What follows belongs to an exercise in optimizing a design on an open flow for small area and a short achievable clock period; a production flow would make more cautious choices.
At most, simulation tests tie the RTL to the original design; equivalence was not proved.
Function not checked in run 2: the RTL went through the layout flow alone.
Power is estimated from default activity; no workload was simulated.

`design/flow/config.mk`:
```
export PLATFORM = sky130hd
export DESIGN_NAME = lru
export DESIGN_NICKNAME = lru
export VERILOG_FILES = /design/flow/design.v
export SDC_FILE = /design/flow/constraint.sdc
export NUM_CORES = 4
export LEC_CHECK = 0
export CAP_MARGIN = 20
export CORE_MARGIN = 2
export CORE_UTILIZATION = 45
export CTS_BUF_LIST = sky130_fd_sc_hd__clkbuf_8
export SETUP_SLACK_MARGIN = 3.7
export SLEW_MARGIN = 20
export SYNTH_HIERARCHICAL = 1
export SYNTH_MINIMUM_KEEP_SIZE = 0
```
`design/flow/constraint.sdc`:
```
create_clock -name core_clock -period 7.5 [get_ports {clk}]
set_input_delay 1.5000 -clock core_clock [delete_from_list [all_inputs] [get_ports {clk}]]
set_output_delay 1.5000 -clock core_clock [all_outputs]
set_load 0.01 [all_outputs]
```
`design/flow/design.v`:
```
module lru_predec #(
  parameter W = 5
)(
  input  logic [W-1:0] sel_idx,
  output logic [3:0]   lo,       
  output logic [7:0]   hi        
);
  for (genvar i = 0; i < 4; i++) begin : g_lo
    assign lo[i] = (sel_idx[1:0] == i);
  end
  for (genvar i = 0; i < 8; i++) begin : g_hi
    assign hi[i] = (sel_idx[4:2] == i);
  end
endmodule
module lru_selgate #(
  parameter N = 32
)(
  input  logic [3:0]   lo,
  input  logic [7:0]   hi,
  output logic [N-1:0] sel_n
);
  for (genvar i = 0; i < N; i++) begin : g_sel
    assign sel_n[i] = ~(lo[i%4] & hi[i/4]);
  end
endmodule
module lru_stn (
  input  logic       ls_valid_i,
  input  logic [1:0] ls_op_i,
  output logic       st_n
);
  assign st_n = ~(ls_valid_i & ls_op_i[1] & ~ls_op_i[0]);
endmodule
module lru_outgate #(
  parameter N = 32
)(
  input  logic         st_n,
  input  logic [N-1:0] sel_n,
  output logic [N-1:0] lru_way_o
);
  assign lru_way_o = ~(sel_n | {N{st_n}});
endmodule
module lru_free #(
  parameter N = 32,
  parameter W = 5
)(
  input  logic [N-1:0] valid,
  output logic         full,
  output logic [W-1:0] ff_idx
);
  logic [N:0]   all_below;    
  logic [N-1:0] first_free;
  always_comb begin
    for (int i = 0; i <= N; i++) begin
      all_below[i] = 1'b1;
      for (int j = 0; j < i; j++)
        all_below[i] = all_below[i] & valid[j];
    end
  end
  assign full = all_below[N];
  for (genvar i = 0; i < N; i++) begin : g_ff
    assign first_free[i] = ~valid[i] & all_below[i];
  end
  always_comb begin
    ff_idx = '0;
    for (int i = 0; i < N; i++)
      ff_idx = ff_idx | (i[W-1:0] & {W{first_free[i]}});
  end
endmodule
module lru_move #(
  parameter N = 32,
  parameter W = 5
)(
  input  logic [N*W-1:0] slots,
  input  logic [W-1:0]   use_idx,
  input  logic           act,
  output logic [N-1:0]   move
);
  logic [N-1:0] hit;
  for (genvar k = 0; k < N; k++) begin : g_hit
    assign hit[k] = (slots[k*W +: W] == use_idx);
  end
  always_comb begin
    for (int k = 0; k < N; k++) begin
      move[k] = act;
      for (int j = 0; j < k; j++)
        move[k] = move[k] & ~hit[j];
    end
  end
endmodule
module lru #(
  parameter NUM_WAYS = 32
)(
  input   logic                         clk,
  input   logic                         reset,
  input   logic                         ls_valid_i,
  input   logic [1:0]                   ls_op_i,
  input   logic [$clog2(NUM_WAYS)-1:0]  ls_way_i,
  output  logic                         lru_valid_o,
  output  logic [NUM_WAYS-1:0]          lru_way_o
);
  localparam W = $clog2(NUM_WAYS);
  logic st, inv, act;
  assign st  = ls_valid_i &  ls_op_i[1] & ~ls_op_i[0];
  assign inv = ls_valid_i &  ls_op_i[1] &  ls_op_i[0];
  assign act = ls_valid_i & (ls_op_i[1] ^ ls_op_i[0]);
  logic [NUM_WAYS-1:0]   valid_q;    
  logic [NUM_WAYS*W-1:0] slot_q;     
  logic [W-1:0]          ff_q;
  logic                  full_q;
  logic [W-1:0] sel_idx;
  assign sel_idx = full_q ? slot_q[(NUM_WAYS-1)*W +: W] : ff_q;
  logic [3:0]          sel_lo;
  logic [7:0]          sel_hi;
  logic [NUM_WAYS-1:0] sel_n;
  logic [3:0]          st_n;       
  lru_predec #(.W(W)) u_predec (.sel_idx(sel_idx), .lo(sel_lo), .hi(sel_hi));
  lru_selgate #(.N(NUM_WAYS)) u_selgate (.lo(sel_lo), .hi(sel_hi), .sel_n(sel_n));
  for (genvar c = 0; c < 4; c++) begin : g_st
    lru_stn u_stn (.ls_valid_i(ls_valid_i), .ls_op_i(ls_op_i), .st_n(st_n[c]));
    lru_outgate #(.N(NUM_WAYS/4)) u_outgate (
      .st_n(st_n[c]), .sel_n(sel_n[c*NUM_WAYS/4 +: NUM_WAYS/4]),
      .lru_way_o(lru_way_o[c*NUM_WAYS/4 +: NUM_WAYS/4])
    );
  end
  assign lru_valid_o = st;
  logic [W-1:0]        use_idx;
  logic [NUM_WAYS-1:0] move;
  assign use_idx = ls_op_i[0] ? ls_way_i : sel_idx;
  lru_move #(.N(NUM_WAYS), .W(W)) u_move (
    .slots(slot_q), .use_idx(use_idx), .act(act), .move(move)
  );
  always_ff @(posedge clk) begin
    if (move[0])
      slot_q[0 +: W] <= use_idx;
    for (int k = 1; k < NUM_WAYS; k++)
      if (move[k])
        slot_q[k*W +: W] <= slot_q[(k-1)*W +: W];
  end
  logic [NUM_WAYS-1:0] valid_d;
  logic                full_d;
  logic [W-1:0]        ff_d;
  for (genvar i = 0; i < NUM_WAYS; i++) begin : g_valid
    assign valid_d[i] = (inv & (ls_way_i == i)) ? 1'b0 : (valid_q[i] | lru_way_o[i]);
  end
  lru_free #(.N(NUM_WAYS), .W(W)) u_free (
    .valid(valid_d), .full(full_d), .ff_idx(ff_d)
  );
  always_ff @(posedge clk or posedge reset) begin
    if (reset) begin
      valid_q <= '0;
      ff_q    <= '0;
      full_q  <= 1'b0;
    end else begin
      valid_q <= valid_d;
      ff_q    <= ff_d;
      full_q  <= full_d;
    end
  end
endmodule
```
`design/flow/flow/run.sh`:
```
#!/bin/bash
# Standard layout (standard.sh), with slow many-input cells (or4, nor4, or3,
# nor3, a2111, ...) kept out of synthesis and repair in addition to the
# platform's own don't-use list. dont_use.txt holds the platform's list
# followed by the added cells; extra_vars.txt holds further ORFS make
# variables. Synthesis runs my_synth.tcl: the standard flow's synthesis script with ABC
# run by abc_nobuf.script. standard.sh's make output goes to standard.log.
set -euo pipefail
here=$(cd "$(dirname "$0")" && pwd)
cells=$(tr '\n' ' ' < "$here/dont_use.txt")
read -r -a extra < "$here/extra_vars.txt" || true
bash standard.sh "DONT_USE_CELLS=$cells" "SYNTH_SCRIPT=$here/my_synth.tcl" "${extra[@]}" finish > standard.log 2>&1
```
`design/flow/flow/abc_nobuf.script`:
```
&get -n
&st
&dch
&nf
&st
&syn2
&if -g -K 6
&synch2
&nf
&st
&syn2
&if -g -K 6
&synch2
&nf
&st
&syn2
&if -g -K 6
&synch2
&nf
&st
&syn2
&if -g -K 6
&synch2
&nf
&st
&syn2
&if -g -K 6
&synch2
&nf
&put
topo
stime -c
```
`design/flow/flow/dont_use.txt`:
```
sky130_fd_sc_hd__probe_p_8
sky130_fd_sc_hd__probec_p_8
sky130_fd_sc_hd__lpflow_bleeder_1
sky130_fd_sc_hd__lpflow_clkbufkapwr_1
sky130_fd_sc_hd__lpflow_clkbufkapwr_16
sky130_fd_sc_hd__lpflow_clkbufkapwr_2
sky130_fd_sc_hd__lpflow_clkbufkapwr_4
sky130_fd_sc_hd__lpflow_clkbufkapwr_8
sky130_fd_sc_hd__lpflow_clkinvkapwr_1
sky130_fd_sc_hd__lpflow_clkinvkapwr_16
sky130_fd_sc_hd__lpflow_clkinvkapwr_2
sky130_fd_sc_hd__lpflow_clkinvkapwr_4
sky130_fd_sc_hd__lpflow_clkinvkapwr_8
sky130_fd_sc_hd__lpflow_decapkapwr_12
sky130_fd_sc_hd__lpflow_decapkapwr_3
sky130_fd_sc_hd__lpflow_decapkapwr_4
sky130_fd_sc_hd__lpflow_decapkapwr_6
sky130_fd_sc_hd__lpflow_decapkapwr_8
sky130_fd_sc_hd__lpflow_inputiso0n_1
sky130_fd_sc_hd__lpflow_inputiso0p_1
sky130_fd_sc_hd__lpflow_inputiso1n_1
sky130_fd_sc_hd__lpflow_inputiso1p_1
sky130_fd_sc_hd__lpflow_inputisolatch_1
sky130_fd_sc_hd__lpflow_isobufsrc_1
sky130_fd_sc_hd__lpflow_isobufsrc_16
sky130_fd_sc_hd__lpflow_isobufsrc_2
sky130_fd_sc_hd__lpflow_isobufsrc_4
sky130_fd_sc_hd__lpflow_isobufsrc_8
sky130_fd_sc_hd__lpflow_isobufsrckapwr_16
sky130_fd_sc_hd__lpflow_lsbuf_lh_hl_isowell_tap_1
sky130_fd_sc_hd__lpflow_lsbuf_lh_hl_isowell_tap_2
sky130_fd_sc_hd__lpflow_lsbuf_lh_hl_isowell_tap_4
sky130_fd_sc_hd__lpflow_lsbuf_lh_isowell_4
sky130_fd_sc_hd__lpflow_lsbuf_lh_isowell_tap_1
sky130_fd_sc_hd__lpflow_lsbuf_lh_isowell_tap_2
sky130_fd_sc_hd__lpflow_lsbuf_lh_isowell_tap_4
sky130_fd_sc_hd__a2111o_1
sky130_fd_sc_hd__a2111o_2
sky130_fd_sc_hd__a2111o_4
sky130_fd_sc_hd__a2111oi_0
sky130_fd_sc_hd__a2111oi_1
sky130_fd_sc_hd__a2111oi_2
sky130_fd_sc_hd__a2111oi_4
sky130_fd_sc_hd__nor4_1
sky130_fd_sc_hd__nor4_2
sky130_fd_sc_hd__nor4_4
sky130_fd_sc_hd__nor4b_1
sky130_fd_sc_hd__nor4b_2
sky130_fd_sc_hd__nor4b_4
sky130_fd_sc_hd__nor4bb_1
sky130_fd_sc_hd__nor4bb_2
sky130_fd_sc_hd__nor4bb_4
sky130_fd_sc_hd__o2111a_1
sky130_fd_sc_hd__o2111a_2
sky130_fd_sc_hd__o2111a_4
sky130_fd_sc_hd__o2111ai_1
sky130_fd_sc_hd__o2111ai_2
sky130_fd_sc_hd__o2111ai_4
sky130_fd_sc_hd__or4_1
sky130_fd_sc_hd__or4_2
sky130_fd_sc_hd__or4_4
sky130_fd_sc_hd__or4b_1
sky130_fd_sc_hd__or4b_2
sky130_fd_sc_hd__or4b_4
sky130_fd_sc_hd__or4bb_1
sky130_fd_sc_hd__or4bb_2
sky130_fd_sc_hd__or4bb_4
sky130_fd_sc_hd__a311o_1
sky130_fd_sc_hd__a311o_2
sky130_fd_sc_hd__a311o_4
sky130_fd_sc_hd__a311oi_1
sky130_fd_sc_hd__a311oi_2
sky130_fd_sc_hd__a311oi_4
sky130_fd_sc_hd__a32o_1
sky130_fd_sc_hd__a32o_2
sky130_fd_sc_hd__a32o_4
sky130_fd_sc_hd__a32oi_1
sky130_fd_sc_hd__a32oi_2
sky130_fd_sc_hd__a32oi_4
sky130_fd_sc_hd__a41o_1
sky130_fd_sc_hd__a41o_2
sky130_fd_sc_hd__a41o_4
sky130_fd_sc_hd__a41oi_1
sky130_fd_sc_hd__a41oi_2
sky130_fd_sc_hd__a41oi_4
sky130_fd_sc_hd__nor3_1
sky130_fd_sc_hd__nor3_2
sky130_fd_sc_hd__nor3_4
sky130_fd_sc_hd__nor3b_1
sky130_fd_sc_hd__nor3b_2
sky130_fd_sc_hd__nor3b_4
sky130_fd_sc_hd__o311a_1
sky130_fd_sc_hd__o311a_2
sky130_fd_sc_hd__o311a_4
sky130_fd_sc_hd__o311ai_0
sky130_fd_sc_hd__o311ai_1
sky130_fd_sc_hd__o311ai_2
sky130_fd_sc_hd__o311ai_4
sky130_fd_sc_hd__o32a_1
sky130_fd_sc_hd__o32a_2
sky130_fd_sc_hd__o32a_4
sky130_fd_sc_hd__o32ai_1
sky130_fd_sc_hd__o32ai_2
sky130_fd_sc_hd__o32ai_4
sky130_fd_sc_hd__o41a_1
sky130_fd_sc_hd__o41a_2
sky130_fd_sc_hd__o41a_4
sky130_fd_sc_hd__o41ai_1
sky130_fd_sc_hd__o41ai_2
sky130_fd_sc_hd__o41ai_4
sky130_fd_sc_hd__or3_1
sky130_fd_sc_hd__or3_2
sky130_fd_sc_hd__or3_4
sky130_fd_sc_hd__or3b_1
sky130_fd_sc_hd__or3b_2
sky130_fd_sc_hd__or3b_4
```
`design/flow/flow/extra_vars.txt`:
```

```
`design/flow/flow/my_synth.tcl`:
```
# The standard flow's synthesis script, with ABC run by a script of our own: the speed
# script without ABC's own buffering and gate sizing (OpenROAD sizes and
# buffers later).
set ::my_abc_script [file join [file dirname [info script]] abc_nobuf.script]
trace add variable ::abc_args write {apply {{n1 n2 op} {
  set i [lsearch -exact $::abc_args -script]
  if {$i >= 0 && [lindex $::abc_args [expr {$i+1}]] ne $::my_abc_script} {
    lset ::abc_args [expr {$i+1}] $::my_abc_script
  }
}}}
proc synth {args} { yosys synth -nofsm -noshare {*}$args }
source $::env(SCRIPTS_DIR)/synth.tcl
# left out here: clear keep_hierarchy, flatten, clean up, hide names made inside functions, write 1_2_yosys.v
```
`design/flow/standard.sh`:
```
#!/bin/bash
# synth_recipe.tcl (not shown) runs the flow's synth.tcl, then flattens the netlist and writes it again
# the make line also repeats each setting of config.mk as NAME=value (left out here)
make -C /OpenROAD-flow-scripts/flow DESIGN_CONFIG=/design/flow/config.mk WORK_HOME=/design/flow/orfs CLKGATE_MAP_FILE= SYNTH_SCRIPT=/design/flow/synth_recipe.tcl "${@:-finish}"
```
==> out/metrics.yaml, run 1 <==
clocking:
  cts-root-buf: "clkbuf_8"
  cts_tree: "done"
  cts-buffers-inserted: 17
  clk_pin_slew_worst_paths_ns: 0.10
  worstSkewPairLatency_ns: 0.47
  htreeDepth: 4
  cts.sink_count: 198
  clk_path_buf_depth: 2
setup_path:
  arrival_ns: 2.30
  r2r_cells: 9
  cp.required_ns: 6.00
  path_max_fanout: 7
  crit_type: "in2out"
  worst_setup_path_end_kind: "output pin"
  setup.worst_path.start_class: "input port"
yosys:
  ys_seq_elements: 198
  ys_top_cells_by_count: "edfxtp_1, nor2_1, xnor2_1"
  yosysMostFrequentCell: "edfxtp_1"
  syn_area_mm2: 0.00908
  ys_warn_count: 9
  synthArstFlopShare: 0.192
  ys_types: 41
  seq_area_frac_synth: 0.634
  synth.top_cells.by_area: "edfxtp_1, xnor2_1, dfrtp_1, nor2_1, xor2_1"
  syn_inst: 726
  synth_nets: 736
  synth_top_area_frac: 0.529
  syn_avg_cell_area_um2: 12.5
  synth_top_cell_by_area: "edfxtp_1"
  ys.flop_type: "edfxtp_1"
  synth_edf_count: 160
floorplan:
  die_area_mm2: 0.0213
  chipWidth_um: 146
  rows: 51
  start_util: 0.462
  ios: 43
  die_h_um: 146
  coreArea_mm2: 0.0197
placement:
  place.port_buffers: 42
  routabilityCongestion: 0.785
  dp_hpwl_um: 13300
  preCtsSetupSlack_ns: 1.86
drt:
  drc: 0
  antenna_left: 0
  drt-total-wl_um: 22300
  vias: 6236
  viasPerCell: 5.51
  wl_per_cell_um: 19.7
  drt_iter0_markers: 352
  firstDrtPassIters: 4
global_routing:
  grt_pass1_vias: 6350
  grt_max_degree: 39
  track_usage: 0.211
  antenna_found_initial: 0
  grt-ovfl-total: 0
  grt_pass1_wl_um: 34500
sta:
  tightest_slew_ns: 0.614
  hold_viol: 0
  fin_ws_ns: 3.70
  finalClockSkew_ns: 0.0151
  fin_tns_setup_ns: 0
  fin_crit_ns: 3.80
  rsz0062_at_grt: "yes"
  finalCritPeriodShare: 0.507
  setup_violations: 0
  fmax_ghz: 0.263
  drv_slew: 0
  slew_headroom: 0.591
final_layout:
  nets: 863
  syn_to_final_growth_pct: 23.3
  diodes: 0
  drive_above_1_share: 0.251
hold_path:
  hp-class: "reg2reg"
  whs_path_depth: 0
flow_run:
  cap_violations: 0
run_status:
  outcome: "finished clean"
power_and_ir_drop:
  p_leak_nw: 3.99
  power_density_mw_per_mm2: 278
  peakVddDrop_v: 0.000148
-- registers in the layout (all words and copies together), names as in the netlist --
| register | count |
|---|---|
| full_q | 1 |
| valid_q | 32 |
| ff_q | 5 |
| slot_q | 160 |
-- metrics by stage --
step,hold slack (ns),utilization,power (W),std cells,area (um2)
after floorplan,0.447,-,0.00204,726,9220
after global placement,0.451,0.507,0.00222,1033,9970
after detailed placement,0.456,0.507,0.00224,1033,9970
after CTS,0.471,0.557,0.00309,1109,10900
after global routing,0.484,0.570,0.00326,1131,11200
final,0.469,0.570,0.00311,1131,11200
-- cell families after synthesis --
| kind of cell | synth area share |
|---|---|
| XOR/XNOR | 0.150 |
| AND/OR/NAND/NOR | 0.142 |
| multiplexers | 0.00992 |
| buffers and inverters | 0.00661 |
| AO/OA/AOI/OAI | 0.0568 |
| flip-flops | 0.634 |
-- final timing paths --
check	from	slack (ns)	end
worst min-delay path	slot_q[12]	0.47	slot_q[17]
worst max register to register	full_q	4.21	slot_q[156]
max in group asynchronous	reset	5.68	full_q
worst max-delay path	ls_op_i[0]	3.70	lru_way_o[13]
worst min register to register	slot_q[12]	0.47	slot_q[17]
min in group asynchronous	reset	1.45	valid_q[5]
-- layer usage --
| metal | global-route usage | routed length [um] | vias to the layer above |
|---|---|---|---|
| met5 | 0 | 0 | - |
| li1 | - | - | 2870 |
| met3 | 0.0366 | 1080 | 34 |
| met4 | 0.0806 | 484 | 0 |
| met2 | 0.370 | 11400 | 197 |
| met1 | 0.262 | 9390 | 3135 |
-- timing repair --
action | 4_1_cts | 5_1_grt
setup buffers | 38 | 21
pin swaps | 7 | 10
endpoints found under the setup margin | 186 | 139
hold buffers | 0 | 0
cloned | 6 | 1
gates resized for setup | 224 | 43
-- modules after synthesis (local to each module, per instance), excerpt --
| module | times used | cells inside | cell area (um2) | flip-flops and latches |
|---|---|---|---|---|
| lru_stn | 4 | 1 | 7.51 | 0 |
| lru | 1 | 294 | 6330 | 198 |
-- cell usage in the layout (no fill, tap or decap), drive strengths merged, types with 6 or more instances in the layout --
cell,instances
edfxtp,160
nor2,119
xnor2,109
buf,93
nand2,57
xor2,47
dfrtp,38
a31oi,37
clkbuf,25
nand4,21
clkinv,19
and3,17
nand3,17
mux2,12
nor2b,12
and2,8
nand3b,7
a21oi,6
-- where the power goes --
part | switching, W | internal [W]
clock | 0.000364 | 0.000347
combinational | 0.000517 | 0.000374
sequential | 0.0000995 | 0.00141
total | 0.000980 | 0.00213
-- critical path: stages --
cell and delay [ns]:
buf_16 0.11, nand3b_1 0.16, buf_6 0.16, nor2_4 0.13, clkdlybuf4s15_2 0.23
-- cell type report --
type	instances	area, um2
clock buffer	19	262
clock inverter	13	156
fill	1651	8450
inverter	14	65.1
multi-input combinational	519	3780
sequential	198	5760
tap	265	332
timing repair buffer	103	848
==> run 2: changes to the inputs <==
--- a/design/flow/design.v
+++ b/design/flow/design.v
@@ -4,21 +4,10 @@
   input  logic [W-1:0] sel_idx,
-  output logic [3:0]   lo,       
-  output logic [7:0]   hi        
+  output logic [3:0]   lo_n,     
+  output logic [7:0]   hi_n      
 );
   for (genvar i = 0; i < 4; i++) begin : g_lo
-    assign lo[i] = (sel_idx[1:0] == i);
+    assign lo_n[i] = (sel_idx[1:0] != i);
   end
   for (genvar i = 0; i < 8; i++) begin : g_hi
-    assign hi[i] = (sel_idx[4:2] == i);
-  end
-endmodule
-module lru_selgate #(
-  parameter N = 32
-)(
-  input  logic [3:0]   lo,
-  input  logic [7:0]   hi,
-  output logic [N-1:0] sel_n
-);
-  for (genvar i = 0; i < N; i++) begin : g_sel
-    assign sel_n[i] = ~(lo[i%4] & hi[i/4]);
+    assign hi_n[i] = (sel_idx[4:2] != i);
   end
@@ -33,9 +22,13 @@
 module lru_outgate #(
-  parameter N = 32
+  parameter N  = 8,
+  parameter HI = 0      
 )(
   input  logic         st_n,
-  input  logic [N-1:0] sel_n,
+  input  logic [3:0]   lo_n,
+  input  logic [7:0]   hi_n,
   output logic [N-1:0] lru_way_o
 );
-  assign lru_way_o = ~(sel_n | {N{st_n}});
+  for (genvar i = 0; i < N; i++) begin : g_out
+    assign lru_way_o[i] = ~(st_n | lo_n[i%4] | hi_n[HI + i/4]);
+  end
 endmodule
@@ -111,12 +104,10 @@
   assign sel_idx = full_q ? slot_q[(NUM_WAYS-1)*W +: W] : ff_q;
-  logic [3:0]          sel_lo;
-  logic [7:0]          sel_hi;
-  logic [NUM_WAYS-1:0] sel_n;
+  logic [3:0]          lo_n;
+  logic [7:0]          hi_n;
   logic [3:0]          st_n;       
-  lru_predec #(.W(W)) u_predec (.sel_idx(sel_idx), .lo(sel_lo), .hi(sel_hi));
-  lru_selgate #(.N(NUM_WAYS)) u_selgate (.lo(sel_lo), .hi(sel_hi), .sel_n(sel_n));
+  lru_predec #(.W(W)) u_predec (.sel_idx(sel_idx), .lo_n(lo_n), .hi_n(hi_n));
   for (genvar c = 0; c < 4; c++) begin : g_st
     lru_stn u_stn (.ls_valid_i(ls_valid_i), .ls_op_i(ls_op_i), .st_n(st_n[c]));
-    lru_outgate #(.N(NUM_WAYS/4)) u_outgate (
-      .st_n(st_n[c]), .sel_n(sel_n[c*NUM_WAYS/4 +: NUM_WAYS/4]),
+    lru_outgate #(.N(NUM_WAYS/4), .HI(c*NUM_WAYS/16)) u_outgate (
+      .st_n(st_n[c]), .lo_n(lo_n), .hi_n(hi_n),
       .lru_way_o(lru_way_o[c*NUM_WAYS/4 +: NUM_WAYS/4])
==> design/flow/flow/run.sh (replaced) <==
#!/bin/bash
# Standard layout (standard.sh), with slow many-input cells (or4, nor4, or3,
# a2111, ...) kept out of synthesis and repair in addition to the
# platform's own don't-use list. dont_use.txt holds the platform's list
# followed by the added cells; extra_vars.txt holds further ORFS make
# variables. standard.sh's make output goes to standard.log.
set -euo pipefail
here=$(cd "$(dirname "$0")" && pwd)
cells=$(tr '\n' ' ' < "$here/dont_use.txt")
read -r -a extra < "$here/extra_vars.txt" || true
bash standard.sh "DONT_USE_CELLS=$cells" "${extra[@]}" finish > standard.log 2>&1
--- a/design/flow/flow/dont_use.txt
+++ b/design/flow/flow/dont_use.txt
@@ -85,8 +85,2 @@
 sky130_fd_sc_hd__a41oi_4
-sky130_fd_sc_hd__nor3_1
-sky130_fd_sc_hd__nor3_2
-sky130_fd_sc_hd__nor3_4
-sky130_fd_sc_hd__nor3b_1
-sky130_fd_sc_hd__nor3b_2
-sky130_fd_sc_hd__nor3b_4
 sky130_fd_sc_hd__o311a_1
removed: design/flow/flow/abc_nobuf.script
removed: design/flow/flow/my_synth.tcl
==> out/metrics.yaml, run 2 <==
yosys:
  ys_warn_count: 9  # unchanged
  syn_area_mm2: 0.00958  # +5.5%
  synth.top_cells.by_area: "edfxtp_1, dfrtp_1, xnor2_1, xor2_1, nor3_2"
  synth_top_area_frac: 0.502  # -0.0275
  ys_seq_elements: 198  # unchanged
  synth_edf_count: 160  # unchanged
  synthArstFlopShare: 0.192  # unchanged
  synth_top_cell_by_area: "edfxtp_1"
  synth_nets: 728  # -1.1%
  seq_area_frac_synth: 0.601  # -0.0329
  ys.flop_type: "edfxtp_1"
  ys_types: 65  # +59%
  yosysMostFrequentCell: "edfxtp_1"
  syn_inst: 718  # -1.1%
  syn_avg_cell_area_um2: 13.3  # +6.7%
  ys_top_cells_by_count: "edfxtp_1, xnor2_1, xor2_1"
sta:
  finalCritPeriodShare: 0.521  # +0.0139
  slew_headroom: 0.596  # +0.00520
  drv_slew: 0  # unchanged
  fin_tns_setup_ns: 0  # unchanged
  tightest_slew_ns: 0.603  # -0.0103 ns
  fmax_ghz: 0.256  # -2.7%
  fin_crit_ns: 3.91  # +0.105 ns
  rsz0062_at_grt: "yes"
  finalClockSkew_ns: 0.0175  # +0.00237 ns
  setup_violations: 0  # unchanged
  hold_viol: 0  # unchanged
clocking:
  htreeDepth: 4  # unchanged
  worstSkewPairLatency_ns: 0.47  # about the same
  cts.sink_count: 198  # unchanged
  clk_pin_slew_worst_paths_ns: 0.10  # about the same
  cts-root-buf: "clkbuf_8"
  hold_buffers: 0  # unchanged
  clk_path_buf_depth: 2  # unchanged
  cts-buffers-inserted: 17  # unchanged
  cts_tree: "done"
setup_path:
  cpLargestDelayFamily: "buffers and inverters"
  slowest_stage: "buf_2"
  path_max_fanout: 6  # -1
  crit_type: "in2out"
  rrSetupSlack_ns: 4.25  # +0.04 ns
  cp.required_ns: 6.00  # about the same
  worst_setup_path_end_kind: "output pin"
  worst-path-buf-inv: 4  # +1
  slowest_delay_ns: 0.17  # -0.06 ns
  arrival_ns: 2.41  # +0.11 ns
  crit_path_cell_trace: "buf_12, nand3b_1, buf_6, buf_4, nor3_4, buf_2"
  setup.worst_path.start_class: "input port"
placement:
  dp.cells: 1005  # -2.7%
  place.port_buffers: 42  # unchanged
  placed_area_mm2: 0.0101  # +1.8%
  dp_hpwl_um: 13800  # +3.8%
  routabilityCongestion: 0.869  # +11%
final_layout:
  diodes: 0  # unchanged
  layout_commonest_cell: "edfxtp_1"
  nets: 836  # -3.1%
  syn_to_final_growth_pct: 20.7
  largest_reg_flops: 160  # unchanged
  reg.largest.list: "slot_q (160), valid_q (32), ff_q (5)"
  final_area_mm2: 0.0116  # +3.2%
  largest-register: "slot_q"
  final_cells: 1113  # -1.6%
  drive_above_1_share: 0.309  # +0.0585
  mostFrequentLayoutCells: "edfxtp_1, xnor2_1, xor2_1, buf_4, nor2_1"
drt:
  antenna_left: 0  # unchanged
  firstDrtPassIters: 5  # +1
  wirelength_met1_um: 10100  # +8.1%
  vias: 6063  # -2.8%
  met3WireLength_um: 1070  # -0.56%
  drt_iter0_markers: 412  # +17%
  drc: 0  # unchanged
  top_layer: "met4"
  wl_per_cell_um: 20.2  # +2.4%
  viasPerCell: 5.45  # -1.2%
  wl_met2_um: 10900  # -3.9%
  drt-total-wl_um: 22500  # +0.76%
power_and_ir_drop:
  p_leak_nw: 4.37  # +9.7%
  power_density_mw_per_mm2: 269  # -3.3%
  peakVddDrop_v: 0.000131  # -12%
global_routing:
  grt_pass1_vias: 6011  # -5.3%
  antenna_found_initial: 0  # unchanged
  grt_pass1_wl_um: 33900  # -1.6%
  grt-ovfl-total: 0  # unchanged
  track_usage: 0.202  # -0.00880
  grt_max_degree: 39  # unchanged
floorplan:
  die_h_um: 150  # +2.6%
  ios: 43  # unchanged
  coreArea_mm2: 0.0210  # +6.6%
  die_area_mm2: 0.0225  # +5.3%
  start_util: 0.457  # -0.00493
  chipWidth_um: 150  # +2.6%
  rows: 53  # +3.9%
hold_path:
  hp-class: "reg2reg"
run_status:
  outcome: "finished clean"
flow_run:
  cap_violations: 0  # unchanged
==> run 2: cell types whose count changed after synthesis, sizes merged, moves of 12 or more <==
cell,delta
and3,-14
buf,+33
clkinv,-14
inv,+13
nand2,-30
nand3,+14
nand4,-12
nor2,-62
nor3,+60
xnor2,-25
xor2,+25
==> run 2: worst register-to-register path, delay by kind of cell (launching register included) <==
| kind | cells | cell delay [ns] |
|---|---|---|
| AOI/OAI and AO/OA | 1 | 0.40 |
| xor gates and xnor gates | 1 | 0.14 |
| buffers and inverters | 2 | 0.32 |
| DFF | 1 | 0.47 |
| muxes | 2 | 0.68 |
| and+or+nand+nor | 4 | 0.96 |
==> run 2: metrics by stage <==
stage / utilization / hold slack, ns / total power (W) / worst slack, ns
2_1_floorplan: - / 0.447 / 0.00211 / 3.39
4_1_cts: 0.530 / 0.477 / 0.00305 / 3.58
6_report: 0.552 / 0.476 / 0.00311 / 3.59
3_3_place_gp: 0.484 / 0.451 / 0.00225 / 1.96
3_5_place_dp: 0.484 / 0.456 / 0.00226 / 1.82
5_1_grt: 0.552 / 0.489 / 0.00326 / 3.57
==> run 2: kinds of logic after synthesis <==
logic type,Yosys count,share of synthesized area
AND/OR/NAND/NOR,237,0.152
XOR/XNOR,156,0.143
multiplexers,8,0.0106
buffers and inverters,48,0.0432
AO/OA/AOI/OAI,71,0.0507
flip-flops,198,0.601
==> run 2: final cells by class <==
type,count,area (um2)
Inverter,13,61.3
Clock buffer,17,234
Sequential cell,198,5760
Timing Repair Buffer,120,1030
Clock inverter,14,128
Fill cell,1773,9400
Multi-Input combinational cell,476,4010
Tap cell,275,344
==> run 2: per-layer routing <==
layer / track usage / up-vias
met5: 0 / -
met4: 0.0618 / 0
met3: 0.0424 / 27
met2: 0.322 / 143
met1: 0.280 / 3065
li1: - / 2828
==> run 2: path summary, 6_finish.rpt <==
path,endpoint,depth (start not counted),from
setup / recovery,lru_way_o[26],6,ls_op_i[0]
hold / removal,slot_q[81],0,slot_q[76]
setup reg to reg,slot_q[147],10,full_q
hold reg to reg,slot_q[81],0,slot_q[76]
max in group asynchronous,full_q,3,reset
min in group asynchronous,valid_q[20],3,reset
==> run 2: repair_timing <==
item / in CTS / in global routing
gates resized for setup: 229 / 36
setup endpoints to repair: 182 / 132
pin swaps: 24 / 18
gates cloned: 4 / 2
setup buffers: 36 / 35
==> run 2: modules after synthesis, one instance, submodules excluded, excerpt <==
| module | times used | cell area [um2] | cells | flops+latches |
|---|---|---|---|---|
| lru_stn | 4 | 7.51 | 1 | 0 |
| lru | 1 | 6390 | 303 | 198 |
==> run 2: where the power goes <==
group          switching [W]  leakage [nW]  total (W)  internal (W)
Clock               0.000382         0.185   0.000647      0.000265
Combinational       0.000560          2.22   0.000942      0.000382
Sequential          0.000103          1.97    0.00152       0.00141
Total                0.00105          4.37    0.00311       0.00206

-- port drivers added, routing unchanged --
The results above use ideal ports. As a check the final layouts listed here were re-extracted and re-timed, cells and wires unchanged. Step 1: set_driving_cell puts a clkbuf_16 on clk and a buf_2 on each other input, an assumption about the parent block. Step 2 also shifts input and output timing later by t, the mid clock arrival at the registers, as if the neighbouring blocks saw the same clock. a / b / c = ideal ports / drivers / drivers and shift; a / b = the first two.
| run | shift t [ns] | setup slack, ns | slew at the worst register clock pin (ns) | cell pins on the clock port's net |
|---|---|---|---|---|
| run 1 | 0.496 | 3.699 / 3.597 / 3.217 | 0.10 / 0.10 | 1 |
| run 2 | 0.508 | 3.595 / 3.492 / 3.163 | 0.11 / 0.11 | 1 |
After both steps every run listed still meets setup and hold. For run 1, which loses most, drivers alone change the setup slack by -0.102 ns; drivers and shift together by -0.482 ns.
